Source: an optimization exercise on an open RTL-to-GDS flow (aim: small area). Production flows keep margins and buffers that such runs may drop.
Where RTL was checked, it was by simulation tests only, not by an equivalence proof against the original.
Function not checked in runs 1 and 2: the RTL went through the layout flow alone.
No activity file was given, so power comes from the tool's default toggle rates.

==> design.v <==
module CPU
  ( input             clk
  , input             rst
  , output     [15:0] addr
  , input      [ 7:0] data_in
  , output     [ 7:0] data_out
  , output            rd_enable
  , output            wr_enable
  , input      [7:0]  int_pending
  , output     [7:0]  int_clear
  );
  reg [7:0]  op;       
  reg [4:0]  st;       
  reg        cb;       
  reg        intr;     
  reg        halted;
  reg        ime;
  reg [7:0]  a, b, c, d, e, h, l, w, z;
  reg [15:0] sp, pc;
  reg        zf, nf, hf, cf;
  reg [4:0]  ipq;      
  wire [1:0] p  = op[5:4];
  wire [2:0] oy = op[5:3];
  wire [2:0] oz = op[2:0];
  wire       oq = op[3];
  wire       x0 = op[7:6] == 2'd0;
  wire       x1 = op[7:6] == 2'd1;
  wire       x2 = op[7:6] == 2'd2;
  wire       x3 = op[7:6] == 2'd3;
  wire       y6 = oy == 3'd6;
  wire       z6 = oz == 3'd6;
  wire cond = (op[4] ? cf : zf) == op[3];
  wire s1  = st == 5'd1;
  wire s2  = st == 5'd2;
  wire s3  = st == 5'd3;
  wire s4  = st == 5'd4;
  wire s5  = st == 5'd5;
  wire s6  = st == 5'd6;
  wire s7  = st == 5'd7;
  wire s8  = st == 5'd8;
  wire s9  = st == 5'd9;
  wire s10 = st == 5'd10;
  wire s11 = st == 5'd11;
  wire s13 = st == 5'd13;
  wire s14 = st == 5'd14;
  wire s15 = st == 5'd15;
  wire s17 = st == 5'd17;
  wire s18 = st == 5'd18;
  wire s19 = st == 5'd19;
  wire s21 = st == 5'd21;
  wire s23 = st == 5'd23;
  wire ex = !intr & !cb;
  wire cx = cb;
  wire i_nop     = ex & op == 8'h00;
  wire i_ld16    = ex & x0 & oz == 3'd1 & !oq;
  wire i_addhl   = ex & x0 & oz == 3'd1 & oq;
  wire i_ldrra   = ex & x0 & oz == 3'd2 & !oq & !op[5];
  wire i_ldia    = ex & x0 & oz == 3'd2 & !oq & op[5];
  wire i_ldarr   = ex & x0 & oz == 3'd2 & oq & !op[5];
  wire i_ldai    = ex & x0 & oz == 3'd2 & oq & op[5];
  wire i_incdec16= ex & x0 & oz == 3'd3;
  wire i_incdec8 = ex & x0 & oz[2:1] == 2'd2 & !y6;
  wire i_incdechl= ex & x0 & oz[2:1] == 2'd2 & y6;
  wire i_ld8i    = ex & x0 & oz == 3'd6 & !y6;
  wire i_ldhli   = ex & op == 8'h36;
  wire i_rota    = ex & x0 & oz == 3'd7 & !op[5];
  wire i_daa     = ex & op == 8'h27;
  wire i_cpl     = ex & op == 8'h2f;
  wire i_scf     = ex & op == 8'h37;
  wire i_ccf     = ex & op == 8'h3f;
  wire i_ldnsp   = ex & op == 8'h08;
  wire i_jr      = ex & op == 8'h18;
  wire i_jrcc    = ex & x0 & oz == 3'd0 & op[5];
  wire i_halt    = ex & op == 8'h76;
  wire i_ldrr    = ex & x1 & !y6 & !z6;
  wire i_ldrhl   = ex & x1 & z6 & !y6;
  wire i_ldhlr   = ex & x1 & y6 & !z6;
  wire i_alur    = ex & x2 & !z6;
  wire i_aluhl   = ex & x2 & z6;
  wire i_retcc   = ex & x3 & oz == 3'd0 & !op[5];
  wire i_ldhw    = ex & op == 8'he0;
  wire i_addsp   = ex & op == 8'he8;
  wire i_ldhr    = ex & op == 8'hf0;
  wire i_ldhlsp  = ex & op == 8'hf8;
  wire i_pop     = ex & x3 & oz == 3'd1 & !oq;
  wire i_ret     = ex & x3 & oz == 3'd1 & oq & !op[5];
  wire i_jphl    = ex & op == 8'he9;
  wire i_ldsphl  = ex & op == 8'hf9;
  wire i_jpcc    = ex & x3 & oz == 3'd2 & !op[5];
  wire i_ldca    = ex & op == 8'he2;
  wire i_ldnna   = ex & op == 8'hea;
  wire i_ldac    = ex & op == 8'hf2;
  wire i_ldann   = ex & op == 8'hfa;
  wire i_jp      = ex & op == 8'hc3;
  wire i_cbp     = ex & op == 8'hcb;
  wire i_diei    = ex & x3 & op[5:4] == 2'd3 & oz == 3'd3;
  wire i_callcc  = ex & x3 & oz == 3'd4 & !op[5];
  wire i_push    = ex & x3 & oz == 3'd5 & !oq;
  wire i_call    = ex & op == 8'hcd;
  wire i_alun    = ex & x3 & oz == 3'd6;
  wire i_rst     = ex & x3 & oz == 3'd7;
  wire i_bad     = ex & (op == 8'h10 | op == 8'hd3 | op == 8'hdb | op == 8'hdd |
                   op == 8'he3 | op == 8'he4 | op == 8'heb | op == 8'hec |
                   op == 8'hed | op == 8'hf4 | op == 8'hfc | op == 8'hfd);
  wire k_rot  = cx & x0;
  wire k_bit  = cx & x1;
  wire k_res  = cx & x2;
  wire k_set  = cx & x3;
  wire k_reg  = cx & !z6 & s7;           
  wire k_rhl  = cx & z6 & s9;            
  wire k_whl  = cx & z6 & !x1 & s13;     
  wire g_jp   = i_jp | i_jpcc;
  wire g_call = i_call | i_callcc;
  wire g_jr   = i_jr | i_jrcc;
  wire g_imm8 = i_ld8i | g_jr | i_alun | i_ldhw | i_ldhr | i_addsp |
                i_ldhlsp | i_cbp;
  wire g_imm16 = g_jp | g_call | i_ldnna | i_ldann | i_ldnsp;
  wire alu8   = (i_alur & s3) | ((i_aluhl | i_alun) & s5);
  wire incdec = (i_incdec8 & s3) | (i_incdechl & s5);
  wire fetch = !intr & s1;
  wire rd_c =
      fetch |
      (s5 & (i_ld16 | i_ldarr | i_ldai | i_incdechl | i_ldrhl | i_aluhl |
             i_pop | i_ret | i_ldac | g_imm8 | g_imm16)) |
      ((s6 | s7 | s10 | s11) & i_ld16) |
      (s7 & i_ldhli) |
      (s8 & g_jp) |
      (s9 & (i_ld16 | i_ldnsp | i_pop | i_ret | g_call | i_ldnna | i_ldann |
             i_ldhr)) |
      (s13 & i_ldann) |
      k_rhl;
  wire wr_c =
      (s5 & (i_ldrra | i_ldia | i_ldhlr | i_ldca)) |
      (s9 & (i_incdechl | i_ldhli | i_push | i_rst | i_ldhw)) |
      (s13 & (i_push | i_rst | i_ldnna | i_ldnsp)) |
      (s17 & (g_call | i_ldnsp)) |
      (s21 & g_call) |
      k_whl |
      (intr & (s14 | s18));
  wire sp_dec = ((s6 | s10) & (i_push | i_rst)) |
                ((s14 | s18) & g_call) |
                (intr & (s6 | s14));
  wire sp_inc = (s6 | s10) & (i_pop | i_ret);
  wire hl_step = s7 & (i_ldia | i_ldai);       
  wire rr_step = s6 & i_incdec16;              
  wire sp_rel  = s7 & (i_addsp | i_ldhlsp);    
  wire wz_inc  = s14 & i_ldnsp;
  wire pc_rel  = s11 & g_jr;                   
  wire pc_wz   = (s14 & (g_jp | i_ret)) | (s23 & g_call);
  wire pc_hl   = s3 & i_jphl;
  wire pc_vec  = (s14 & i_rst) | (intr & s19);
  wire sp_hl   = s6 & i_ldsphl;
  wire ab_sp  = ((rd_c | wr_c) & (((s5 | s9) & (i_pop | i_ret)) |
                                  ((s9 | s13) & (i_push | i_rst)) |
                                  ((s17 | s21) & g_call) | intr)) |
                sp_dec | sp_inc | sp_rel;
  wire ab_hl  = (s5 & (i_ldai | i_incdechl | i_ldrhl | i_aluhl | i_ldia |
                       i_ldhlr)) |
                (s9 & (i_incdechl | i_ldhli)) |
                k_rhl | k_whl | hl_step | pc_hl | sp_hl |
                (rr_step & p == 2'd2);
  wire ab_bc  = (s5 & (i_ldrra | i_ldarr) & !op[4]) | (rr_step & p == 2'd0);
  wire ab_de  = (s5 & (i_ldrra | i_ldarr) & op[4]) | (rr_step & p == 2'd1);
  wire ab_rsp = rr_step & p == 2'd3;
  wire ab_wz  = (s13 & (i_ldnna | i_ldann | i_ldnsp)) | wz_inc |
                (s17 & i_ldnsp) | pc_wz;
  wire ab_ffc = s5 & (i_ldca | i_ldac);
  wire ab_ffz = s9 & (i_ldhw | i_ldhr);
  wire ab_vec = pc_vec;
  wire ab_pc  = !(ab_sp | ab_rsp | ab_hl | ab_bc | ab_de | ab_wz | ab_ffc |
                  ab_ffz | ab_vec);
  wire k_ff  = sp_dec | (hl_step & op[4]) | (rr_step & op[3]);
  wire k_z   = sp_rel | pc_rel;
  wire pc_inc = rd_c & ab_pc & !(i_ld16 & (s5 | s6 | s9 | s10));
  wire cin16 = pc_inc | sp_inc | (hl_step & !op[4]) | (rr_step & !op[3]) |
               wz_inc;
  wire w16    = sp_dec | sp_inc | hl_step | rr_step | sp_rel | wz_inc | sp_hl;
  wire w16_hl = hl_step | (rr_step & p == 2'd2) | (sp_rel & i_ldhlsp);
  wire w16_bc = rr_step & p == 2'd0;
  wire w16_de = rr_step & p == 2'd1;
  wire w16_sp = sp_dec | sp_inc | (rr_step & p == 2'd3) | (sp_rel & i_addsp) |
                sp_hl;
  wire w16_wz = wz_inc;
  wire we_pc  = pc_inc | pc_rel | pc_wz | pc_hl | pc_vec;
  wire rs_oz  = (s3 & (i_ldrr | i_alur)) | (s5 & i_ldhlr) | k_reg;
  wire rs_oy  = s3 & i_incdec8;
  wire rs_a   = (s5 & (i_ldrra | i_ldia | i_ldca)) | (s9 & i_ldhw) |
                (s13 & i_ldnna) | (s3 & i_rota);
  wire rs_phi = (s7 & i_addhl) | (s9 & i_push);    
  wire rs_plo = (s4 & i_addhl) | (s13 & i_push);   
  wire [2:0] rs_idx = rs_oz ? oz : rs_oy ? oy : rs_a ? 3'd7 :
                      {p, rs_plo};
  wire rs_en  = rs_oz | rs_oy | rs_a | ((rs_phi | rs_plo) & p != 2'd3);
  wire rs_p3  = (rs_phi | rs_plo) & p == 2'd3;
  wire rb_b = rs_en & rs_idx == 3'd0;
  wire rb_c = rs_en & rs_idx == 3'd1;
  wire rb_d = rs_en & rs_idx == 3'd2;
  wire rb_e = rs_en & rs_idx == 3'd3;
  wire rb_h = rs_en & rs_idx == 3'd4;
  wire rb_l = rs_en & rs_idx == 3'd5;
  wire rb_a = (rs_en & rs_idx == 3'd7) | (rs_p3 & rs_phi & i_push);
  wire rb_f   = rs_p3 & rs_plo & i_push;
  wire rb_sph = (rs_p3 & rs_phi & i_addhl) | (s17 & i_ldnsp);
  wire rb_spl = (rs_p3 & rs_plo & i_addhl) | (s13 & i_ldnsp);
  wire rb_pch = (s17 & g_call) | (s9 & i_rst) | (intr & s14);
  wire rb_pcl = (s21 & g_call) | (s13 & i_rst) | (intr & s18);
  wire rb_z   = (s9 & (i_incdechl | i_ldhli)) | k_whl;
  wire rb_din = rd_c;
  wire [7:0] rbus =
      ({8{rb_b}} & b) | ({8{rb_c}} & c) | ({8{rb_d}} & d) | ({8{rb_e}} & e) |
      ({8{rb_h}} & h) | ({8{rb_l}} & l) | ({8{rb_a}} & a) |
      ({8{rb_f}} & {zf, nf, hf, cf, 4'h0}) |
      ({8{rb_sph}} & sp[15:8]) | ({8{rb_spl}} & sp[7:0]) |
      ({8{rb_pch}} & pc[15:8]) | ({8{rb_pcl}} & pc[7:0]) |
      ({8{rb_z}} & z) | ({8{rb_din}} & data_in);
  wire        any_int = |ipq;
  wire [2:0]  iidx = ipq[0] ? 3'd0 : ipq[1] ? 3'd1 : ipq[2] ? 3'd2 :
                     ipq[3] ? 3'd3 : 3'd4;
  wire [7:0]  vec = intr ? (any_int ? {2'b01, iidx, 3'b000} : pc[7:0])
                         : {2'b00, oy, 3'b000};
  wire [15:0] abus =
      ({16{ab_pc}} & pc) | ({16{ab_sp | ab_rsp}} & sp) |
      ({16{ab_hl}} & {h, l}) | ({16{ab_bc}} & {b, c}) |
      ({16{ab_de}} & {d, e}) | ({16{ab_wz}} & {w, z}) |
      ({16{ab_ffc}} & {8'hff, c}) | ({16{ab_ffz}} & {8'hff, z}) |
      ({16{ab_vec}} & {8'h00, vec});
  wire [7:0]  kk = ({8{k_z}} & z) | {8{k_ff}};
  wire [16:0] cw;
  wire [15:0] u16;
  wire [15:0] k16 = {{8{kk[7]}}, kk};
  assign cw[0] = cin16;
  genvar gi;
  generate
    for (gi = 0; gi < 16; gi = gi + 1) begin : g_add16
      assign u16[gi] = abus[gi] ^ k16[gi] ^ cw[gi];
      assign cw[gi+1] = (abus[gi] & k16[gi]) | (abus[gi] & cw[gi]) |
                        (k16[gi] & cw[gi]);
    end
  endgenerate
  wire c4w = cw[4];
  wire c8w = cw[8];
  wire a_arith = !oy[2] | (oy == 3'd7);
  wire a_sub   = (oy[2:1] == 2'd1) | (oy == 3'd7);
  wire a_cin   = a_sub ^ (oy[0] & !oy[2] & cf);
  wire x_a  = alu8 | (s3 & (i_daa | i_cpl));
  wire x_l  = s4 & i_addhl;
  wire x_h  = s7 & i_addhl;
  wire x_ff = incdec & op[0];
  wire x_m  = (k_rhl | k_reg) & (k_bit | k_set);
  wire x_nm = (k_rhl | k_reg) & k_res;
  wire [7:0] mask = 8'd1 << oy;
  wire [7:0] xop = ({8{x_a}} & a) | ({8{x_l}} & l) | ({8{x_h}} & h) |
                   ({8{x_m}} & mask) | ({8{x_nm}} & ~mask) | {8{x_ff}};
  wire daa_lo = nf ? hf : (hf | (a[3:0] > 4'h9));
  wire daa_hi = nf ? cf : (cf | (a > 8'h99));
  wire [7:0] daa_k = nf ? {daa_lo | daa_hi, daa_lo & !daa_hi, daa_lo ^ daa_hi,
                           daa_lo, daa_lo, 1'b0, daa_lo, 1'b0}
                        : {1'b0, daa_hi, daa_hi, 1'b0, 1'b0, daa_lo, daa_lo, 1'b0};
  wire daa_s = s3 & i_daa;
  wire r_sum = (alu8 & a_arith) | incdec | x_l | x_h | daa_s;
  wire r_and = (alu8 & oy == 3'd4) | x_nm | ((k_rhl | k_reg) & k_bit);
  wire r_xor = (alu8 & oy == 3'd5) | (s3 & i_cpl);
  wire r_sh  = (s3 & i_rota) | ((k_rhl | k_reg) & k_rot);
  wire c_inv = (alu8 & a_sub) | (s3 & i_cpl);
  wire c_sub = (alu8 & a_sub) | (incdec & op[0]);
  wire c_cin = (alu8 & a_cin) | (incdec & !op[0]) | (x_h & cf);
  wire [7:0] yop = (rbus | ({8{daa_s}} & daa_k)) ^ {8{c_inv}};
  wire [8:0] carry;
  wire [7:0] sum;
  assign carry[0] = c_cin;
  generate
    for (gi = 0; gi < 8; gi = gi + 1) begin : g_add8
      assign sum[gi] = xop[gi] ^ yop[gi] ^ carry[gi];
      assign carry[gi+1] = (xop[gi] & yop[gi]) | (xop[gi] & carry[gi]) |
                           (yop[gi] & carry[gi]);
    end
  endgenerate
  wire c4 = carry[4];
  wire c8 = carry[8];
  reg [7:0] shr;
  reg       shc;
  always @* begin
    case (oy)
      3'd0: begin shr = {rbus[6:0], rbus[7]}; shc = rbus[7]; end
      3'd1: begin shr = {rbus[0], rbus[7:1]}; shc = rbus[0]; end
      3'd2: begin shr = {rbus[6:0], cf};      shc = rbus[7]; end
      3'd3: begin shr = {cf, rbus[7:1]};      shc = rbus[0]; end
      3'd4: begin shr = {rbus[6:0], 1'b0};    shc = rbus[7]; end
      3'd5: begin shr = {rbus[7], rbus[7:1]}; shc = rbus[0]; end
      3'd6: begin shr = {rbus[3:0], rbus[7:4]}; shc = 1'b0; end
      default: begin shr = {1'b0, rbus[7:1]}; shc = rbus[0]; end
    endcase
  end
  wire r_or = !(r_sum | r_and | r_xor | r_sh);
  wire [7:0] res = ({8{r_sum}} & sum) | ({8{r_and}} & (xop & yop)) |
                   ({8{r_xor}} & (xop ^ yop)) | ({8{r_or}} & (xop | yop)) |
                   ({8{r_sh}} & shr);
  wire zres = ~|res;
  wire pop_af = s5 & i_pop & p == 2'd3;
  wire f_alu  = alu8 | incdec | x_l | x_h;         
  wire f_shift = r_sh;
  wire f_bit  = (k_rhl | k_reg) & k_bit;
  wire f_scf  = s3 & (i_scf | i_ccf);
  wire f_cpl  = s3 & i_cpl;
  wire we_zf = alu8 | incdec | f_shift | f_bit | daa_s | pop_af | sp_rel;
  wire we_nf = alu8 | incdec | x_l | x_h | f_shift | f_bit | f_scf | f_cpl |
               pop_af | sp_rel;
  wire we_hf = we_nf | daa_s;
  wire we_cf = alu8 | x_l | x_h | f_shift | daa_s | f_scf | pop_af | sp_rel;
  wire d_zf = (zres & !(s3 & i_rota) & !sp_rel & !pop_af) | (pop_af & data_in[7]);
  wire d_nf = c_sub | f_cpl | (pop_af & data_in[6]);
  wire d_hf = (f_alu & (alu8 & !a_arith ? oy == 3'd4 : c4 ^ c_sub)) |
              f_bit | f_cpl | (pop_af & data_in[5]) | (sp_rel & c4w);
  wire d_cf = (((alu8 & a_arith) | x_l | x_h) & (c8 ^ c_sub)) |
              (f_shift & shc) | (daa_s & daa_hi) |
              (f_scf & (i_scf | !cf)) | (pop_af & data_in[4]) |
              (sp_rel & c8w);
  wire wd_oy = (s5 & (i_ld8i | i_ldrhl)) | (s3 & (i_ldrr | i_incdec8));
  wire wd_oz = k_reg & !k_bit;
  wire wd_a  = (alu8 & oy != 3'd7) | (s3 & (i_daa | i_cpl | i_rota)) |
               (s5 & (i_ldarr | i_ldai | i_ldac)) | (s9 & i_ldhr) |
               (s13 & i_ldann);
  wire wd_plo = (s7 & i_ld16) | (s5 & i_pop);      
  wire wd_phi = (s11 & i_ld16) | (s9 & i_pop);     
  wire [2:0] wd_idx = wd_oy ? oy : wd_oz ? oz : wd_a ? 3'd7 : {p, wd_plo};
  wire wd_en = wd_oy | wd_oz | wd_a | ((wd_plo | wd_phi) & p != 2'd3);
  wire wd_p3 = (wd_plo | wd_phi) & p == 2'd3;
  wire we_b = (wd_en & wd_idx == 3'd0) | w16_bc;
  wire we_c = (wd_en & wd_idx == 3'd1) | w16_bc;
  wire we_d = (wd_en & wd_idx == 3'd2) | w16_de;
  wire we_e = (wd_en & wd_idx == 3'd3) | w16_de;
  wire we_h = (wd_en & wd_idx == 3'd4) | w16_hl | x_h;
  wire we_l = (wd_en & wd_idx == 3'd5) | w16_hl | x_l;
  wire we_a = (wd_en & wd_idx == 3'd7) | (wd_p3 & wd_phi & i_pop);
  wire we_sph = (wd_p3 & wd_phi & i_ld16) | w16_sp;
  wire we_spl = (wd_p3 & wd_plo & i_ld16) | w16_sp;
  wire we_z = (s5 & (g_jr | g_jp | g_call | i_ldhw | i_ldhr | i_ldnna |
                     i_ldann | i_ldnsp | i_addsp | i_ldhlsp | i_ret |
                     i_incdechl)) |
              (s7 & i_ldhli) | (k_rhl & !k_bit) | w16_wz;
  wire we_w = (s9 & (g_call | i_ldnna | i_ldann | i_ldnsp | i_ret)) |
              (s8 & g_jp) | w16_wz;
  wire [15:0] wb = w16 ? u16 : {res, res};
  assign addr      = abus;
  assign data_out  = rbus;
  assign rd_enable = rd_c;
  assign wr_enable = wr_c;
  wire   iclr = intr & s19 & any_int;
  assign int_clear = {3'b000, iclr & iidx == 3'd4, iclr & iidx == 3'd3,
                      iclr & iidx == 3'd2, iclr & iidx == 3'd1,
                      iclr & iidx == 3'd0};
  wire int_go = !intr && st == 5'd0 && ime && (|int_pending);
  wire c_end =
      (s3 & (i_nop | i_incdec8 | i_rota | i_daa | i_cpl | i_scf | i_ccf |
             i_ldrr | i_halt | i_alur | i_jphl | i_diei)) |
      (s7 & (i_ldrra | i_ldia | i_ldarr | i_ldai | i_incdec16 | i_addhl |
             i_ld8i | i_ldrhl | i_ldhlr | i_aluhl | i_ldca | i_ldac | i_alun |
             i_ldsphl | ((i_jrcc | i_retcc) & !cond))) |
      (s11 & (i_ld16 | i_incdechl | i_ldhli | g_jr | i_pop | i_ldhw | i_ldhr |
              i_ldhlsp | ((i_jpcc | i_callcc) & !cond))) |
      (s15 & (i_push | i_rst | i_ret | g_jp | i_ldnna | i_ldann | i_addsp)) |
      (s19 & (i_ldnsp | intr)) |
      (s23 & g_call) |
      (cx & ((!z6 & s7) | (z6 & x1 & s11) | (z6 & !x1 & s15)));
  wire c_jmp4 = s7 & i_retcc & cond;
  wire c_hold = s2 & i_bad;
  wire c_opld = fetch | (s5 & i_cbp);
  always @(posedge clk) begin
    ipq <= int_pending[4:0];
    if (rst) begin
      st <= 5'd0;
      cb <= 1'b0;
      intr <= 1'b0;
      halted <= 1'b0;
      ime <= 1'b0;
    end else begin
      if (halted && (|int_pending)) halted <= 1'b0;
      if (s3 & i_halt) halted <= 1'b1;
      if (int_go) ime <= 1'b0;
      else if (s3 & i_diei) ime <= op[3];
      else if (s7 & i_ret & op[4]) ime <= 1'b1;
      if (st == 5'd0) begin
        if (int_go) begin
          intr <= 1'b1;
          st <= 5'd1;
        end else if (!halted) begin
          st <= 5'd1;
        end
      end else if (c_end) begin
        st <= 5'd0;
        cb <= 1'b0;
        intr <= 1'b0;
      end else if (c_jmp4) begin
        st <= 5'd4;
      end else if (!c_hold) begin
        st <= st + 5'd1;
      end
      if (s5 & i_cbp) cb <= 1'b1;
    end
  end
  always @(posedge clk) begin
    if (c_opld) op <= data_in;
    else if (c_jmp4) op <= (op | 8'h09) & 8'hef;
  end
  always @(posedge clk) begin
    if (rst) begin
      a <= 8'h00; b <= 8'h00; c <= 8'h00; d <= 8'h00;
      e <= 8'h00; h <= 8'h00; l <= 8'h00;
      sp <= 16'h0000; pc <= 16'h0000;
      zf <= 1'b0; nf <= 1'b0; hf <= 1'b0; cf <= 1'b0;
    end else begin
      if (we_a) a <= res;
      if (we_b) b <= wb[15:8];
      if (we_c) c <= wb[7:0];
      if (we_d) d <= wb[15:8];
      if (we_e) e <= wb[7:0];
      if (we_h) h <= wb[15:8];
      if (we_l) l <= wb[7:0];
      if (we_sph) sp[15:8] <= wb[15:8];
      if (we_spl) sp[7:0] <= wb[7:0];
      if (we_pc) pc <= u16;
      if (we_zf) zf <= d_zf;
      if (we_nf) nf <= d_nf;
      if (we_hf) hf <= d_hf;
      if (we_cf) cf <= d_cf;
    end
  end
  always @(posedge clk) begin
    if (we_w) w <= wb[15:8];
    if (we_z) z <= wb[7:0];
  end
endmodule
==> run.sh <==
#!/bin/bash
# synth_recipe.tcl (not shown) runs the flow's synth.tcl, then flattens the netlist and writes it again
# the make line also repeats each setting of config.mk as NAME=value (left out here)
make -C /OpenROAD-flow-scripts/flow DESIGN_CONFIG=/design/flow/config.mk WORK_HOME=/design/flow/orfs CLKGATE_MAP_FILE= SYNTH_SCRIPT=/design/flow/synth_recipe.tcl finish
==> config.mk <==
export PLATFORM = sky130hd
export DESIGN_NAME = CPU
export DESIGN_NICKNAME = CPU
export VERILOG_FILES = /design/flow/design.v
export SDC_FILE = /design/flow/constraint.sdc
export NUM_CORES = 8
export LEC_CHECK = 0
export CAP_MARGIN = 20
export CORE_MARGIN = 2
export CORE_UTILIZATION = 30
export SLEW_MARGIN = 20
==> constraint.sdc <==
create_clock -name core_clock -period 10.0 [get_ports {clk}]
set_input_delay 2.0000 -clock core_clock [delete_from_list [all_inputs] [get_ports {clk}]]
set_output_delay 2.0000 -clock core_clock [all_outputs]
set_load 0.01 [all_outputs]
==> results of run 1 <==
==> state kept, by name, indices dropped and copies added, names as in the netlist, 5 cells and up <==
| name | count |
|---|---|
| pc | 16 |
| sp | 16 |
| a | 8 |
| b | 8 |
| c | 8 |
| d | 8 |
| e | 8 |
| h | 8 |
| l | 8 |
| op | 8 |
| w | 8 |
| z | 8 |
| ipq | 5 |
| st | 5 |
==> layout by cell type (no fill, tap or decap), types with 20 or more instances in the layout <==
| cell | count |
|---|---|
| edfxtp_1 | 24 |
| a211oi_1 | 25 |
| o21ai_0 | 69 |
| inv_1 | 71 |
| nor3_1 | 42 |
| a221o_1 | 33 |
| a221oi_1 | 20 |
| dfxtp_1 | 106 |
| nand3_1 | 66 |
| o22ai_1 | 20 |
| and3_1 | 21 |
| nand2_1 | 175 |
| mux2i_1 | 42 |
| clkdlybuf4s50_1 | 47 |
| ha_1 | 23 |
| a21oi_1 | 92 |
| nor2_1 | 131 |
| buf_4 | 208 |
==> cell families after synthesis <==
| logic type | count (synthesis) |
|---|---|
| fa+ha+maj | 46 |
| simple gates | 583 |
| compound gates | 420 |
| xor+xnor | 14 |
| other cells | 1 |
| flops | 130 |
| buf+inv | 169 |
| mux | 49 |
==> timing repair <==
item,CTS,global route
pin swaps,4,7
endpoints found under the setup margin,12,12
buffers inserted,3,3
gates resized for setup,13,9
gates cloned,0,0
==> area by class of cell <==
cell class | count | area share, %
Clock inverter | 13 | 0.917
Timing Repair Buffer | 257 | 14.8
Inverter | 73 | 1.99
Clock buffer | 19 | 3.30
Sequential cell | 130 | 20.6
Tap cell | 461 | 4.19
Multi-Input combinational cell | 1115 | 54.1
==> worst min path at each step <==
stage / startpoint / end / slack, ns / cells after the start
finish: c[2] / c[2] / 0.48 / 2
global route: d[1] / d[1] / 0.50 / 2
CTS: sp[7] / sp[7] / 0.48 / 2
detailed placement: sp[7] / sp[7] / 0.47 / 2
global placement: sp[7] / sp[7] / 0.47 / 2
floorplan: c[4] / c[4] / 0.44 / 2
==> critical path, delay by kind of cell (launching register included) <==
family,cells,cell delay (ns)
adder cells (fa/ha/maj),15,5.61
XOR/XNOR,2,0.33
flip-flops,1,0.46
AO/OA/AOI/OAI,5,1.16
buffers and inverters,8,1.08
multiplexers,1,0.22
AND/OR/NAND/NOR,3,0.59
==> layer usage <==
layer	share of wire [%]	global-route usage, %	vias up
met1	41	37.3	6293
met4	6.7	17.9	0
met3	7.4	3.68	165
met5	0	0	-
met2	45	46.4	698
li1	-	-	5652
==> power breakdown <==
group | switching [mW] | internal [mW] | leakage, nW
Combinational | 0.247 | 0.151 | 3.90
Sequential | 0.0184 | 0.549 | 1.08
Clock | 0.275 | 0.360 | 0.277
==> through the flow <==
stage | std cells | utilization (%)
detailed placement | 2029 | 36.6
floorplan | 1414 | -
global route | 2068 | 38.6
global placement | 2029 | 36.6
finish | 2068 | 38.6
CTS | 2064 | 38.4
==> reports/results.tsv, run 1 <==
stage	metric	value	unit
setup_path	CP max stage delay	0.64	ns
setup_path	crit start category	flop	
pwr	leakage	5.25	nW
clock_network	hold_buf cts	0	
grt	largest net degree at the start of global routing	55	
cells_and_area	layout cell share with drive strength beyond 1	19.2	%
cells_and_area	flip-flop and latch area	0.00284	sq mm
grt	antenna violations before repair	0	
setup_path	r2r setup slk	0.34	ns
logic_synthesis	library cells used by synthesis	99	
timing	Fin Setup TNS	0	ns
logic_synthesis	largest cells by area after synthesis	dfxtp_1 20%, edfxtp_1 6.6%, nand2_1 6.0%, nor2_1 4.6%, a21oi_1 4.2%	
timing	Final min period	9.66	ns
place	placed instance area	0.0131	sq mm
timing	final setup fails	0	
logic_synthesis	synthesized cell area	0.0109	sq mm
die	io pins	52	
timing	Worst Skew	0.0124	ns
setup_path	Critical R2R Capture	h[7]	
timing	minimum hold slack	0.484	ns
timing	fin. max-slew vios	0	
logic_synthesis	Cells after Synth	1412	
setup_path	CP startpoint	op[4]	
logic_synthesis	mux cell area share after synthesis	4.66	%
timing	worst setup margin	0.344	ns
clock_network	CTS sink cnt	130	
pwr	Final Power	1.60	mW
detailed_routing	drt first pass iters	18	
grt	global-route wire length before repair	81.4	mm
timing	pin slew with the least headroom to its limit	1.12	ns
place	RePlAce Congestion	1.03	
setup_path	FF-to-FF path depth	34	
timing	Final Cycle Share	96.6	%
logic_synthesis	Synth top area share	19.5	%
cells_and_area	Area Overhead vs Synth	26.7	%
die	Initial Util	30.5	%
timing	Max Clk Rate	104	MHz
outcome	outcome	finished clean	
detailed_routing	drt first-iter violations	1545	
setup_path	worst setup path end	h[7]	
logic_synthesis	main combinational cell family by area after synthesis	compound AO/OA/AOI/OAI gates	
logic_synthesis	top cells by count, synth	175 x nand2_1, 132 x nor2_1, 106 x dfxtp_1	
detailed_routing	Via density	6.19	
logic_synthesis	Post-synth top flop	dfxtp_1	
logic_synthesis	EDFF count, synth	24	
grt	grt ovf	0	
timing	endpoints failing hold	0	
clock_network	Worst-path clk slew	0.06	ns
setup_path	Top cell by count, worst path	fa_2	
logic_synthesis	post-synthesis sequential area ratio	26.2	%
setup_path	worst path required time	10.29	ns
die	area of the core	0.0357	sq mm
setup_path	Worst Path Arrival	9.95	ns
setup_path	Critical Path Slowest Stage Cell	a2111oi_0	
setup_path	worst reg2reg startpoint	op[4]	
grt	GRT Overall Usage	29.0	%
logic_synthesis	XOR/XNOR Fraction of Synth Area	1.13	%
clock_network	Skew-Pair Late Insertion Delay	0.45	ns
logic_synthesis	count leader, synth	nand2_1	
setup_path	WS Path Type	reg -> reg	
logic_synthesis	Post-Synth Adder-Cell Area	6.88	%
detailed_routing	Via Count	12808	
place	# port buffers	48	
clock_network	Root Driver	clkbuf_16	
cells_and_area	fillcell total	3727	
detailed_routing	remaining antenna violation count after routing	0	
clock_network	CTS buffer count	17	
cells_and_area	Nets	1658	
detailed_routing	routed wire length per instance	26.8	microns
logic_synthesis	yosys synthesis warning count	1	
detailed_routing	total wire length	55.4	mm
logic_synthesis	Syn Area/Cell	7.70	sq um
clock_network	Max clock buf depth	2	
logic_synthesis	largest area contributor in the netlist	dfxtp_1	
place	hpwl dp	44.0	mm
die	site row count	69	
pwr	maximum VDD drop	0.121	mV
setup_path	crit end category	flop	
clock_network	CTS tree	done	
cells_and_area	area taken by multi-input logic gates	0.00746	sq mm
detailed_routing	DRC	0	
logic_synthesis	FF+latch count, synth	130	
run	max cap viols	0	
die	Die X	194	microns
min_path	worst hold path class	reg -> reg	
logic_synthesis	compound-cell area share of the yosys netlist	27.8	%
cells_and_area	ANT cells	0	
timing	Slew Limit Headroom	25.0	%
cells_and_area	design area	0.0138	sq mm
setup_path	crit-path max FO	5	
die	Die Height	194	microns
logic_synthesis	Synth Area in Simple Gates	27.0	%
die	die area	0.0378	sq mm
clock_network	H-tree lvl count	4	
place	pre-CTS WS	-0.332	ns
logic_synthesis	Async SR Flop Fraction	0	%
pwr	pwr/cell area	116	mW/mm^2
grt	vias in the first global route	12228	
==> run 2, diff against run 1 <==
--- a/design.v
+++ b/design.v
@@ -170,9 +170,10 @@
   wire ab_pc  = !(ab_sp | ab_rsp | ab_hl | ab_bc | ab_de | ab_wz | ab_ffc |
                   ab_ffz | ab_vec);
-  wire k_ff  = sp_dec | (hl_step & op[4]) | (rr_step & op[3]);
+  wire u_pass = pc_wz | pc_hl | pc_vec | sp_hl;
+  wire u_dec  = sp_dec | (hl_step & op[4]) | (rr_step & op[3]);
+  wire k_ff  = u_dec | u_pass;
   wire k_z   = sp_rel | pc_rel;
   wire pc_inc = rd_c & ab_pc & !(i_ld16 & (s5 | s6 | s9 | s10));
-  wire cin16 = pc_inc | sp_inc | (hl_step & !op[4]) | (rr_step & !op[3]) |
-               wz_inc;
+  wire cin16 = !(u_dec | k_z);
   wire w16    = sp_dec | sp_inc | hl_step | rr_step | sp_rel | wz_inc | sp_hl;
   wire w16_hl = hl_step | (rr_step & p == 2'd2) | (sp_rel & i_ldhlsp);
@@ -226,16 +227,30 @@
       ({16{ab_vec}} & {8'h00, vec});
   wire [7:0]  kk = ({8{k_z}} & z) | {8{k_ff}};
-  wire [16:0] cw;
+  wire [8:0]  cw;
   wire [15:0] u16;
-  wire [15:0] k16 = {{8{kk[7]}}, kk};
   assign cw[0] = cin16;
   genvar gi;
   generate
-    for (gi = 0; gi < 16; gi = gi + 1) begin : g_add16
-      assign u16[gi] = abus[gi] ^ k16[gi] ^ cw[gi];
-      assign cw[gi+1] = (abus[gi] & k16[gi]) | (abus[gi] & cw[gi]) |
-                        (k16[gi] & cw[gi]);
+    for (gi = 0; gi < 8; gi = gi + 1) begin : g_add16
+      assign u16[gi] = abus[gi] ^ kk[gi] ^ cw[gi];
+      assign cw[gi+1] = (abus[gi] & kk[gi]) | (abus[gi] & cw[gi]) |
+                        (kk[gi] & cw[gi]);
     end
   endgenerate
+  wire [7:0] ah = abus[15:8];
+  wire [8:0] ic, dc;
+  assign ic[0] = 1'b1;
+  assign dc[0] = 1'b1;
+  wire [7:0] ah_inc, ah_dec;
+  generate
+    for (gi = 0; gi < 8; gi = gi + 1) begin : g_incdec
+      assign ah_inc[gi] = ah[gi] ^ ic[gi];
+      assign ic[gi+1] = ah[gi] & ic[gi];
+      assign ah_dec[gi] = ah[gi] ^ dc[gi];
+      assign dc[gi+1] = !ah[gi] & dc[gi];
+    end
+  endgenerate
+  wire hi_chg = kk[7] ^ cw[8];
+  assign u16[15:8] = !hi_chg ? ah : (cw[8] ? ah_inc : ah_dec);
   wire c4w = cw[4];
   wire c8w = cw[8];
==> run 2 against run 1 <==
- setup slack improved by 0.46 ns
- total power rose by 5.3%
- clock skew rose by 0.0055 ns
- clock power grew 9.3%
- register-to-register slack improved by 0.46 ns
- clock-buffer cell count fell by 2
- worst hold slack improved by 0.010 ns
- die area rose by 10%
- non-clock buffer count shrank 133
- first-iteration DRC count increased by 30%
- global-route usage rose by 0.80 points
- critical path type unchanged
==> reports/results.tsv, run 2 <==
stage	metric	value	unit
outcome	outcome	finished clean	
timing	pin slew with the least headroom to its limit	1.19	ns
setup_path	FF-to-FF path depth	24	
grt	vias in the first global route	12925	
clock_network	CTS sink cnt	130	
logic_synthesis	Synth top area share	17.7	%
setup_path	CP Cell Sequence	or4_4, o21ai_0, a22o_1, o41ai_4, nor2_1, a32oi_1, nand4_2, xor2_1, fa_1, fa_1, fa_1, fa_1, fa_1, fa_1, inv_1, fa_1, fa_1, a21oi_1, a221oi_1, o21ai_0, a211oi_1, a211oi_4, a21oi_2, a211oi_1	
pwr	sw frac	35.3	%
logic_synthesis	Synth Area in Simple Gates	27.7	%
logic_synthesis	mux cell area share after synthesis	4.88	%
die	Initial Util	30.3	%
timing	endpoints failing hold	0	
grt	largest net degree at the start of global routing	80	
detailed_routing	M1 wire length	25.2	mm
setup_path	critical path's top delay family	compound AO/OA/AOI/OAI gates	
clock_network	Root Driver	clkbuf_16	
place	RePlAce Congestion	1.06	
cells_and_area	biggest regs	pc: 16 flops, sp: 16 flops	
detailed_routing	highest metal used	met4	
logic_synthesis	Cells after Synth	1523	
detailed_routing	routed wl met3	6.49	mm
logic_synthesis	Post-synth top flop	dfxtp_1	
timing	Final min period	9.19	ns
pwr	Final Power	1.69	mW
cells_and_area	ANT cells	0	
clock_network	Worst-path clk slew	0.07	ns
timing	Worst Skew	0.0179	ns
clock_network	hold_buf cts	0	
logic_synthesis	Post-Synth Adder-Cell Area	5.06	%
timing	final setup fails	0	
place	hpwl dp	48.6	mm
die	die area	0.0417	sq mm
setup_path	worst reg2reg startpoint	intr	
clock_network	Skew-Pair Late Insertion Delay	0.45	ns
detailed_routing	routed wire length per instance	29.8	microns
pwr	maximum VDD drop	0.115	mV
setup_path	Worst Path Buf+Inv	1	
clock_network	postcts setup bufs	0	
setup_path	crit-path max FO	25	
min_path	hold path depth	2	
place	# port buffers	48	
setup_path	WP depth	24	
pwr	Psw	0.595	mW
detailed_routing	Via density	6.52	
clock_network	CTS buffer count	17	
timing	Slew Limit Headroom	19.8	%
die	site row count	73	
clock_network	CTS tree	done	
timing	RSZ-0062 raised after global routing	false	
logic_synthesis	top cells by count, synth	150 x nand2_1, 142 x nor2_1, 106 x dfxtp_1	
setup_path	worst path required time	10.36	ns
die	io pins	52	
logic_synthesis	Async SR Flop Fraction	0	%
detailed_routing	DRC	0	
detailed_routing	Via Count	13663	
timing	Max Clk Rate	109	MHz
min_path	WHS Endpoint	halted	
logic_synthesis	main combinational cell family by area after synthesis	compound AO/OA/AOI/OAI gates	
cells_and_area	layout cell share with drive strength beyond 1	11.9	%
pwr	pwr/cell area	122	mW/mm^2
setup_path	crit end category	flop	
logic_synthesis	yosys synthesis warning count	1	
die	Die X	204	microns
logic_synthesis	XOR/XNOR Fraction of Synth Area	1.68	%
pwr	Comb power frac	24.1	%
die	area of the core	0.0396	sq mm
setup_path	Critical R2R Capture	e[7]	
timing	Fin Setup TNS	0	ns
logic_synthesis	library cells used by synthesis	114	
detailed_routing	drt first-iter violations	2006	
pwr	Seq pwr share	34.7	%
cells_and_area	most common cell after layout, fill and taps aside	nand2_1	
grt	antenna violations before repair	2	
setup_path	crit start category	flop	
logic_synthesis	compound-cell area share of the yosys netlist	30.2	%
logic_synthesis	Syn Area/Cell	7.89	sq um
detailed_routing	remaining antenna violation count after routing	0	
grt	global-route wire length before repair	90.7	mm
clock_network	Max clock buf depth	2	
pwr	clock power share	41.2	%
cells_and_area	commonest non-fill, non-tap cells in the layout	150 x nand2_1, 141 x nor2_1, 106 x dfxtp_1	
detailed_routing	total wire length	62.4	mm
setup_path	WS Path Type	reg -> reg	
detailed_routing	drt first pass iters	8	
pwr	leakage	5.03	nW
logic_synthesis	FF+latch count, synth	130	
clock_network	PostCTS Resize Cnt	0	
detailed_routing	wire length on met2	26.3	mm
run	max cap viols	0	
setup_path	r2r setup slk	0.81	ns
logic_synthesis	synthesized cell area	0.0120	sq mm
cells_and_area	Nets	1614	
timing	Final Cycle Share	91.9	%
grt	grt ovf	0	
logic_synthesis	post-synthesis sequential area ratio	23.7	%
logic_synthesis	largest cells by area after synthesis	dfxtp_1 18%, edfxtp_1 6.0%, nand2_1 4.7%, nor2_1 4.4%, mux2i_1 4.4%	
die	Die Height	204	microns
min_path	worst hold path class	reg -> reg	
cells_and_area	fillcell total	4230	
min_path	worst hold path startpoint	halted	
setup_path	Worst Path Arrival	9.55	ns
setup_path	CP max stage delay	0.89	ns
pwr	Cell Int Power	1.09	mW
clock_network	H-tree lvl count	4	
logic_synthesis	count leader, synth	nand2_1	
grt	GRT Overall Usage	29.8	%
logic_synthesis	EDFF count, synth	24	
logic_synthesis	largest area contributor in the netlist	dfxtp_1	
timing	fin. max-slew vios	0	
cells_and_area	Area Overhead vs Synth	15.3	%
setup_path	Top cell by count, worst path	fa_1	
setup_path	Critical Path Slowest Stage Cell	o41ai_4	
run 2: power by group through the flow:
stage	Combinational [mW]	Clock, mW	Sequential, mW
final	0.406	0.694	0.586
after global routing	0.427	0.724	0.586
after CTS	0.394	0.705	0.583
after detailed placement	0.392	0	0.595
after global placement	0.394	0	0.594
after floorplan	0.254	0	0.570
run 2: worst max-delay path by stage:
stage               startpoint     end  slack (ns)
floorplan                st[1]  sp[14]        2.16
global placement         op[5]    c[7]         1.0
detailed placement        intr    e[7]        0.97
CTS                       intr    e[7]        0.90
global route              intr    e[7]        0.25
finish                    intr    e[7]        0.81
run 2: layer usage:
layer	track usage [%]	vias up
met1	39.3	6558
met3	5.74	233
met2	44.5	979
met5	0	-
met4	18.8	0
li1	-	5893
run 2: final cells by class:
cell class | instances | area (sq um) | share of cell area (%)
inverters | 74 | 278 | 2.01
multi-input cells | 1210 | 8390 | 60.6
clock buffers | 17 | 425 | 3.07
flip-flops and latches | 130 | 2840 | 20.5
well taps | 525 | 657 | 4.74
clock inverters | 15 | 198 | 1.43
repair buffers | 124 | 1060 | 7.64
run 2: cell families (layout without fill, tap and decap cells):
group / after synthesis / count (layout)
AND/OR/NAND/NOR: 611 / 611
AO/OA/AOI/OAI: 476 / 476
XOR/XNOR: 23 / 23
buffers and inverters: 185 / 230
other: 1 / 3
adder cells (fa/ha/maj): 39 / 39
flip-flops: 130 / 130
multiplexers: 58 / 58
run 2: per-stage QoR:
step | cells | hold slack (ns) | utilization (%) | setup WS [ns] | area, sq um
floorplan | 1525 | 0.445 | - | 2.16 | 12000
global placement | 2063 | 0.480 | 33.4 | 0.996 | 13200
detailed placement | 2063 | 0.484 | 33.4 | 0.970 | 13200
CTS | 2095 | 0.504 | 34.9 | 0.897 | 13900
global route | 2095 | 0.525 | 34.9 | 0.246 | 13900
finish | 2095 | 0.494 | 34.9 | 0.809 | 13900
run 2: worst register-to-register path, stage by stage, from the launching register on:
cell and delay (ns):
dfxtp_1 0.87, or4_4 0.47, o21ai_0 0.27, a22o_1 0.43, o41ai_4 0.89, nor2_1 0.17
a32oi_1 0.23, nand4_2 0.31, xor2_1 0.30, fa_1 0.45, fa_1 0.46, fa_1 0.47
fa_1 0.54, fa_1 0.49, fa_1 0.42, inv_1 0.09, fa_1 0.20, fa_1 0.38
a21oi_1 0.14, a221oi_1 0.06, o21ai_0 0.25, a211oi_1 0.17, a211oi_4 0.61, a21oi_2 0.20
a211oi_1 0.23
==> run 3, diff against run 2 <==
--- a/design.v
+++ b/design.v
@@ -266,5 +266,5 @@
   wire [7:0] mask = 8'd1 << oy;
   wire [7:0] xop = ({8{x_a}} & a) | ({8{x_l}} & l) | ({8{x_h}} & h) |
-                   ({8{x_m}} & mask) | ({8{x_nm}} & ~mask) | {8{x_ff}};
+                   (mask & {8{x_m}}) | (~mask & {8{x_nm}}) | {8{x_ff}};
   wire daa_lo = nf ? hf : (hf | (a[3:0] > 4'h9));
   wire daa_hi = nf ? cf : (cf | (a > 8'h99));
@@ -293,22 +293,17 @@
   wire c4 = carry[4];
   wire c8 = carry[8];
-  reg [7:0] shr;
-  reg       shc;
-  always @* begin
-    case (oy)
-      3'd0: begin shr = {rbus[6:0], rbus[7]}; shc = rbus[7]; end
-      3'd1: begin shr = {rbus[0], rbus[7:1]}; shc = rbus[0]; end
-      3'd2: begin shr = {rbus[6:0], cf};      shc = rbus[7]; end
-      3'd3: begin shr = {cf, rbus[7:1]};      shc = rbus[0]; end
-      3'd4: begin shr = {rbus[6:0], 1'b0};    shc = rbus[7]; end
-      3'd5: begin shr = {rbus[7], rbus[7:1]}; shc = rbus[0]; end
-      3'd6: begin shr = {rbus[3:0], rbus[7:4]}; shc = 1'b0; end
-      default: begin shr = {1'b0, rbus[7:1]}; shc = rbus[0]; end
-    endcase
-  end
+  wire lin   = (oy == 3'd0 & rbus[7]) | (oy == 3'd2 & cf);
+  wire rin   = (oy == 3'd1 & rbus[0]) | (oy == 3'd3 & cf) |
+               (oy == 3'd5 & rbus[7]);
+  wire sh_sw = r_sh & oy == 3'd6;
+  wire sh_l  = r_sh & !oy[0] & !sh_sw;
+  wire sh_r  = r_sh & oy[0];
+  wire shc   = oy[0] ? rbus[0] : (rbus[7] & !sh_sw);
   wire r_or = !(r_sum | r_and | r_xor | r_sh);
-  wire [7:0] res = ({8{r_sum}} & sum) | ({8{r_and}} & (xop & yop)) |
-                   ({8{r_xor}} & (xop ^ yop)) | ({8{r_or}} & (xop | yop)) |
-                   ({8{r_sh}} & shr);
+  wire [7:0] res = ({8{r_sum}} & sum) | ({8{r_and | r_or}} & (xop & yop)) |
+                   ({8{r_xor | r_or}} & (xop ^ yop)) |
+                   ({8{sh_l}} & {rbus[6:0], lin}) |
+                   ({8{sh_r}} & {rin, rbus[7:1]}) |
+                   ({8{sh_sw}} & {rbus[3:0], rbus[7:4]});
   wire zres = ~|res;
   wire pop_af = s5 & i_pop & p == 2'd3;
==> run 3 against run 2 <==
- clock-buffer cell count grew 2
- critical path depth decreased by 1
- via count fell by 0.61%
- sequential share of layout area is 0.60 points higher
- first-iteration DRC count is 4.7% higher
- clock skew rose by 0.0014 ns
- total power down 4.9%
- critical endpoint is now w[6]
==> reports/results.tsv, run 3 <==
stage	metric	value	unit
clock_network	CTS buffer count	17	
die	Die X	202	microns
min_path	worst hold path startpoint	sp[7]	
clock_network	Worst-path clk slew	0.08	ns
timing	Final min period	9.61	ns
die	site row count	72	
die	area of the core	0.0386	sq mm
timing	endpoints failing hold	0	
logic_synthesis	post-synthesis sequential area ratio	24.2	%
setup_path	Critical Path Slowest Stage Cell	edfxtp_1	
detailed_routing	total wire length	61.0	mm
pwr	Final Power	1.60	mW
cells_and_area	Area Overhead vs Synth	14.4	%
setup_path	r2r setup slk	0.39	ns
logic_synthesis	count leader, synth	nor2_1	
clock_network	CTS sink cnt	130	
timing	final setup fails	0	
timing	Worst Skew	0.0193	ns
clock_network	H-tree lvl count	4	
clock_network	CTS tree	done	
logic_synthesis	EDFF count, synth	24	
detailed_routing	Via Count	13579	
logic_synthesis	largest cells by area after synthesis	dfxtp_1 18%, edfxtp_1 6.1%, nor2_1 4.7%, mux2i_1 4.7%, nand2_1 4.1%	
setup_path	Critical R2R Capture	w[6]	
die	Initial Util	30.4	%
logic_synthesis	Async SR Flop Fraction	0	%
timing	Slew Limit Headroom	19.2	%
place	Cells after DPL	2041	
timing	Final Cycle Share	96.1	%
logic_synthesis	largest area contributor in the netlist	dfxtp_1	
cells_and_area	Nets	1591	
min_path	hold path depth	2	
timing	fin. max-slew vios	0	
place	placed instance area	0.0129	sq mm
logic_synthesis	FF+latch count, synth	130	
place	RePlAce Congestion	1.06	
timing	Fin Setup TNS	0	ns
detailed_routing	routed wire length per instance	29.4	microns
die	io pins	52	
pwr	pwr/cell area	119	mW/mm^2
setup_path	crit end category	flop	
setup_path	FF-to-FF path depth	23	
detailed_routing	DRC	0	
cells_and_area	commonest non-fill, non-tap cells in the layout	148 x nor2_1, 129 x nand2_1, 106 x dfxtp_1	
detailed_routing	drt first pass iters	6	
logic_synthesis	yosys synthesis warning count	1	
logic_synthesis	library cells used by synthesis	105	
min_path	WHS Endpoint	sp[7]	
clock_network	Skew-Pair Late Insertion Delay	0.45	ns
logic_synthesis	synthesized cell area	0.0118	sq mm
timing	RSZ-0062 raised after global routing	false	
grt	largest net degree at the start of global routing	62	
cells_and_area	design area	0.0135	sq mm
clock_network	postcts setup bufs	0	
cells_and_area	layout cell share with drive strength beyond 1	9.77	%
die	die area	0.0408	sq mm
cells_and_area	biggest regs	pc: 16 flops, sp: 16 flops	
setup_path	worst reg2reg startpoint	op[0]	
grt	grt ovf	0	
timing	Max Clk Rate	104	MHz
setup_path	WS Path Type	reg -> reg	
pwr	maximum VDD drop	0.118	mV
setup_path	CP Cell Sequence	and4bb_2, and4_1, nor2_1, a31o_1, a222oi_1, a21o_1, o211ai_1, xor2_1, inv_1, fa_1, inv_1, fa_1, fa_1, fa_1, fa_1, fa_1, fa_1, a222oi_1, o21ai_0, o21ai_0, o311ai_1, nor3_2, inv_1	
detailed_routing	Via density	6.55	
clock_network	Max clock buf depth	2	
logic_synthesis	Cells after Synth	1517	
run	max cap viols	0	
setup_path	Worst Path Buf+Inv	3	
timing	pin slew with the least headroom to its limit	1.21	ns
setup_path	crit start category	flop	
setup_path	worst path required time	10.19	ns
logic_synthesis	Post-synth top flop	dfxtp_1	
grt	global-route wire length before repair	87.8	mm
min_path	worst hold path class	reg -> reg	
cells_and_area	final non-filler cell total	2074	
grt	GRT Overall Usage	29.1	%
logic_synthesis	Syn Area/Cell	7.75	sq um
setup_path	crit-path max FO	26	
timing	minimum hold slack	0.491	ns
clock_network	hold_buf cts	0	
grt	antenna violations before repair	1	
place	hpwl dp	47.0	mm
cells_and_area	most common cell after layout, fill and taps aside	nor2_1	
setup_path	Worst Path Arrival	9.80	ns
clock_network	PostCTS Resize Cnt	0	
logic_synthesis	top cells by count, synth	148 x nor2_1, 129 x nand2_1, 106 x dfxtp_1	
detailed_routing	remaining antenna violation count after routing	0	
setup_path	critical path's top delay family	adder cells	
setup_path	Top cell by count, worst path	fa_1	
detailed_routing	drt first-iter violations	2101	
die	Die Height	202	microns
outcome	outcome	finished clean	
clock_network	Root Driver	clkbuf_16	
place	# port buffers	48	
pwr	leakage	4.95	nW
setup_path	CP max stage delay	0.95	ns
grt	vias in the first global route	12543	
logic_synthesis	Synth top area share	18.0	%
==> run 3: cell types whose count changed after synthesis, moves of 9 or more <==
cell	before	now
nor4_1	15	6
a21oi_1	73	88
nand2_1	150	129
clkbuf_1	49	62
and2_1	15	33
a211oi_1	46	37
inv_1	70	51
o211ai_1	28	17
buf_2	37	28
a21o_1	3	13
o21ai_0	57	94
a31oi_1	20	29
o21a_1	15	4
==> run 3: worst max-delay path by stage <==
stage | from | to | slack [ns] | cells after the start
2_1_floorplan | st[0] | w[5] | 1.93 | 29
3_3_place_gp | op[0] | w[6] | 0.53 | 23
3_5_place_dp | op[0] | w[6] | 0.55 | 23
4_1_cts | op[0] | w[6] | 0.50 | 23
5_1_grt | op[4] | w[6] | 0.08 | 25
6_report | op[0] | w[6] | 0.39 | 23
==> run 3: tightest hold or removal path: cells and delay by family (launching register included) <==
| kind | cells | cell delay, ns |
|---|---|---|
| simple gates | 1 | 0.06 |
| compound gates | 1 | 0.06 |
| flops | 1 | 0.32 |
==> run 3: stage by stage <==
stage / utilization [%] / setup WS (ns)
after floorplan: - / 1.93
after global placement: 33.4 / 0.526
after detailed placement: 33.4 / 0.551
after CTS: 34.8 / 0.504
after global routing: 34.8 / 0.0805
final: 34.8 / 0.389
==> run 3: cells by family after synthesis <==
logic type | synth area share [%]
XOR/XNOR | 1.49
AO/OA/AOI/OAI | 31.2
flip-flops | 24.2
AND/OR/NAND/NOR | 27.3
other | 0.0319
buffers and inverters | 6.52
multiplexers | 4.99
adder cells (fa/ha/maj) | 4.32
==> run 3: cell type report <==
type                    count  area (sq um)
fillers                  4044         25200
diodes                      1          2.50
repair buffers            117           996
flip-flops and latches    130          2840
clock inverters            13           115
multi-input cells        1219          8200
clock buffers              19           443
inverters                  57           214
well taps                 518           648
==> run 3: power by group <==
part,leakage (nW),switching (mW),total (mW),internal (mW)
combinational,3.60,0.252,0.381,0.129
sequential,1.08,0.0379,0.587,0.550
clock,0.272,0.300,0.634,0.334
==> run 3: layer usage <==
metal | up-vias | part of all wire (%) | global-route usage, % | wire [microns]
li1 | 5870 | - | - | -
met1 | 6576 | 40 | 37.8 | 24400
met2 | 936 | 43 | 44.0 | 26400
met3 | 197 | 9.8 | 6.03 | 5990
met4 | 0 | 6.9 | 18.3 | 4210
met5 | - | 0 | 0 | 0
==> run 4, diff against run 3 <==
==> flow/run.sh (new file) <==
#!/bin/bash
# Own layout flow: the standard ORFS flow, except that synthesis maps the
# logic with an area-oriented ABC script (flow/abc_area.script) instead of
# ORFS's delay-oriented one. Registers are mapped before ABC runs, so they
# come out exactly as in the standard synthesis.
set -euo pipefail
W=$(pwd)
F=$W/flow
# Synthesis script: synth_recipe.tcl with yosys's abc command wrapped so that
# it uses our ABC script.
{
  echo "proc abc {args} {"
  echo "  set i [lsearch -exact \$args -script]"
  echo "  if {\$i >= 0} { lset args [expr {\$i + 1}] $F/abc_area.script }"
  echo "  yosys abc {*}\$args"
  echo "}"
  cat "$W/synth_recipe.tcl"
} > "$W/own_synth.tcl"
sed "s|SYNTH_SCRIPT=[^ ]*|SYNTH_SCRIPT=$W/own_synth.tcl|" "$W/standard.sh" > "$W/own_standard.sh"
grep -q "SYNTH_SCRIPT=$W/own_synth.tcl" "$W/own_standard.sh"
bash "$W/own_standard.sh" finish > "$W/own_flow.log" 2>&1
==> flow/abc_area.script (new file) <==
&get -n
&st
&dch -f
&nf -R 1000
&st
&dch -f
&nf -R 1000
&put
topo
stime -c
==> standard.sh (new file) <==
#!/bin/bash
# synth_recipe.tcl (not shown) runs the flow's synth.tcl, then flattens the netlist and writes it again
# the make line also repeats each setting of config.mk as NAME=value (left out here)
make -C /OpenROAD-flow-scripts/flow DESIGN_CONFIG=/design/flow/config.mk WORK_HOME=/design/flow/orfs CLKGATE_MAP_FILE= SYNTH_SCRIPT=/design/flow/synth_recipe.tcl "${@:-finish}"
removed: run.sh
==> run 4 against run 3 <==
- clock power barely moved
- sequential share of layout area increased by 4.3 points
- combinational power down 23%
- largest power group unchanged
- cell area down 17%
- critical endpoint is now z[7]
- clock skew fell by 0.0073 ns
- still clean on timing, DRC and antenna
- highest routed layer unchanged
- fmax rose by 0.18%
==> reports/results.tsv, run 4 <==
stage	metric	value	unit
die	Die X	179	microns
pwr	maximum VDD drop	0.0856	mV
setup_path	Worst Path Buf+Inv	6	
timing	RSZ-0062 raised after global routing	false	
clock_network	Worst-path clk slew	0.07	ns
logic_synthesis	largest area contributor in the netlist	dfxtp_1	
clock_network	H-tree lvl count	4	
clock_network	PostCTS Resize Cnt	0	
setup_path	r2r setup slk	0.41	ns
logic_synthesis	Syn Area/Cell	7.62	sq um
detailed_routing	routed wire length per instance	26.6	microns
setup_path	Critical Path Slowest Stage Cell	edfxtp_1	
timing	Final min period	9.59	ns
detailed_routing	drt first pass iters	7	
timing	Max Clk Rate	104	MHz
clock_network	CTS tree	done	
clock_network	CTS buffer count	17	
logic_synthesis	library cells used by synthesis	59	
setup_path	Worst Path Arrival	9.76	ns
cells_and_area	Nets	1374	
die	area of the core	0.0304	sq mm
setup_path	crit start category	flop	
timing	Fin Setup TNS	0	ns
timing	Final Cycle Share	95.9	%
place	# port buffers	48	
detailed_routing	drt first-iter violations	2128	
die	die area	0.0322	sq mm
setup_path	Top cell by count, worst path	fa_1	
outcome	outcome	finished clean	
cells_and_area	design area	0.0112	sq mm
clock_network	postcts setup bufs	0	
logic_synthesis	synthesized cell area	0.00922	sq mm
grt	grt ovf	0	
logic_synthesis	yosys synthesis warning count	1	
logic_synthesis	FF+latch count, synth	130	
setup_path	worst reg2reg startpoint	op[0]	
timing	endpoints failing hold	0	
setup_path	CP max stage delay	0.57	ns
grt	GRT Overall Usage	28.8	%
min_path	WHS Endpoint	halted	
grt	vias in the first global route	10701	
timing	Slew Limit Headroom	25.9	%
cells_and_area	most common cell after layout, fill and taps aside	nor2_1	
setup_path	crit-path max FO	9	
detailed_routing	Via Count	11095	
setup_path	crit end category	flop	
logic_synthesis	largest cells by area after synthesis	dfxtp_1 23%, edfxtp_1 7.8%, nor2_1 7.7%, a211oi_1 7.3%, nand2_1 6.3%	
grt	global-route wire length before repair	68.6	mm
pwr	pwr/cell area	135	mW/mm^2
cells_and_area	Area Overhead vs Synth	21.2	%
clock_network	Root Driver	clkbuf_16	
detailed_routing	Via density	6.40	
die	io pins	52	
timing	worst setup margin	0.407	ns
logic_synthesis	EDFF count, synth	24	
detailed_routing	remaining antenna violation count after routing	0	
setup_path	WS Path Type	reg -> reg	
clock_network	Max clock buf depth	2	
place	placed instance area	0.0106	sq mm
detailed_routing	DRC	0	
timing	Worst Skew	0.0120	ns
place	pre-CTS WS	0.550	ns
cells_and_area	layout cell share with drive strength beyond 1	6.58	%
clock_network	hold_buf cts	0	
min_path	hold path depth	2	
timing	minimum hold slack	0.479	ns
clock_network	CTS sink cnt	130	
grt	antenna violations before repair	0	
pwr	Final Power	1.51	mW
min_path	worst hold path startpoint	halted	
grt	largest net degree at the start of global routing	53	
die	Die Height	179	microns
detailed_routing	total wire length	46.2	mm
setup_path	worst path required time	10.16	ns
clock_network	Skew-Pair Late Insertion Delay	0.44	ns
place	hpwl dp	35.3	mm
pwr	leakage	3.79	nW
logic_synthesis	Cells after Synth	1210	
cells_and_area	ANT cells	0	
logic_synthesis	post-synthesis sequential area ratio	30.8	%
logic_synthesis	top cells by count, synth	188 x nor2_1, 155 x nand2_1, 106 x dfxtp_1	
cells_and_area	commonest non-fill, non-tap cells in the layout	187 x nor2_1, 155 x nand2_1, 106 x dfxtp_1	
min_path	worst hold path class	reg -> reg	
logic_synthesis	Async SR Flop Fraction	0	%
run	max cap viols	0	
timing	final setup fails	0	
timing	fin. max-slew vios	0	
logic_synthesis	Post-synth top flop	dfxtp_1	
die	site row count	64	
logic_synthesis	Synth top area share	23.0	%
logic_synthesis	count leader, synth	nor2_1	
timing	pin slew with the least headroom to its limit	1.10	ns
setup_path	Critical R2R Capture	z[7]	
setup_path	critical path's top delay family	adder cells	
cells_and_area	biggest regs	pc: 16 flops, sp: 16 flops	
place	RePlAce Congestion	1.00	
setup_path	FF-to-FF path depth	33	
die	Initial Util	30.3	%
[run 4: cell types whose count changed after synthesis, moves of 22 or more]
cell,delta
clkbuf_1,-62
inv_1,-51
o21ai_0,-46
nor2_1,+40
buf_2,-28
nand2_1,+26
a222oi_1,+22
a21oi_1,-22
a211oi_1,+53
clkinv_1,+60
mux2i_1,-53
and2_1,-33
[run 4: final cells by class]
class / count / area [sq um]
multi-input combinational: 1015 / 6180
tap: 396 / 495
inverter: 64 / 240
timing repair buffer: 97 / 846
clock inverter: 14 / 135
sequential: 130 / 2840
clock buffer: 18 / 439
fill: 3234 / 19300
[run 4: how the worst max path moves through the flow]
stage | startpoint | to | slack [ns] | cells after the start
after floorplan | intr | w[7] | 0.70 | 30
after global placement | st[0] | w[7] | 0.50 | 34
after detailed placement | st[0] | w[7] | 0.55 | 34
after CTS | st[0] | w[7] | 0.47 | 34
after global routing | st[4] | z[7] | 0.03 | 33
final | op[0] | z[7] | 0.41 | 33
[run 4: kinds of logic after synthesis]
logic type | share of synthesized area (%)
other cells | 0.0407
xor+xnor | 2.09
mux | 0.217
simple gates | 29.0
fa+ha+maj | 5.51
flops | 30.8
compound gates | 29.5
buf+inv | 2.85
[run 4: routing by layer]
| metal | part of all wire [%] | global-route usage [%] | routed length (microns) |
|---|---|---|---|
| met3 | 10 | 5.21 | 4690 |
| met1 | 39 | 37.3 | 18000 |
| met5 | 0 | 0 | 0 |
| met4 | 6.2 | 15.8 | 2850 |
| met2 | 45 | 45.5 | 20600 |
[run 4: tightest hold or removal path, cell delays in order, from the launching register on]
cell and delay [ns]:
dfxtp_1 0.32, nand3_1 0.06, a21oi_1 0.06
[run 4: power by group]
part	total [mW]	leakage, nW	internal, mW	switching (mW)
clock	0.633	0.277	0.337	0.296
combinational	0.293	2.43	0.0988	0.194
sequential	0.580	1.08	0.552	0.0282
[run 4: per-stage QoR]
step,utilization (%),std cells
4_1_cts,36.6,1734
2_1_floorplan,-,1212
3_5_place_dp,34.7,1702
3_3_place_gp,34.7,1702
6_report,36.7,1734
5_1_grt,36.7,1734

-- separate check: timing with driven ports --
The flow's constraints put no driver on any port. The routed layouts listed below were extracted and timed again, unchanged, in two steps.
Step 1 assumes that a clkbuf_16 drives the clock port and a buf_2 every other input.
Step 2, shift: input delay + t, output delay - t, t = (earliest + latest rising clock arrival at the registers) / 2. This alone moves slack from input paths to output paths.
Slacks: ideal / step 1 / step 2; pairs: ideal / step 1.
| run | t, ns | setup WS [ns] | worst setup path at the end | clock arrival spread, ns | worst slew at a driven data input, ns |
|---|---|---|---|---|---|
| run 1 | 0.489 | 0.344 / 0.344 / 0.344 | register to register | 0.013 / 0.012 | 0.04 |
| run 2 | 0.489 | 0.809 / 0.809 / 0.809 | register to register | 0.018 / 0.018 | 0.04 |
| run 3 | 0.502 | 0.389 / 0.389 / 0.389 | register to register | 0.020 / 0.019 | 0.05 |
| run 4 | 0.481 | 0.407 / 0.407 / 0.407 | register to register | 0.012 / 0.012 | 0.05 |
After both steps setup and hold are still met in every run listed.
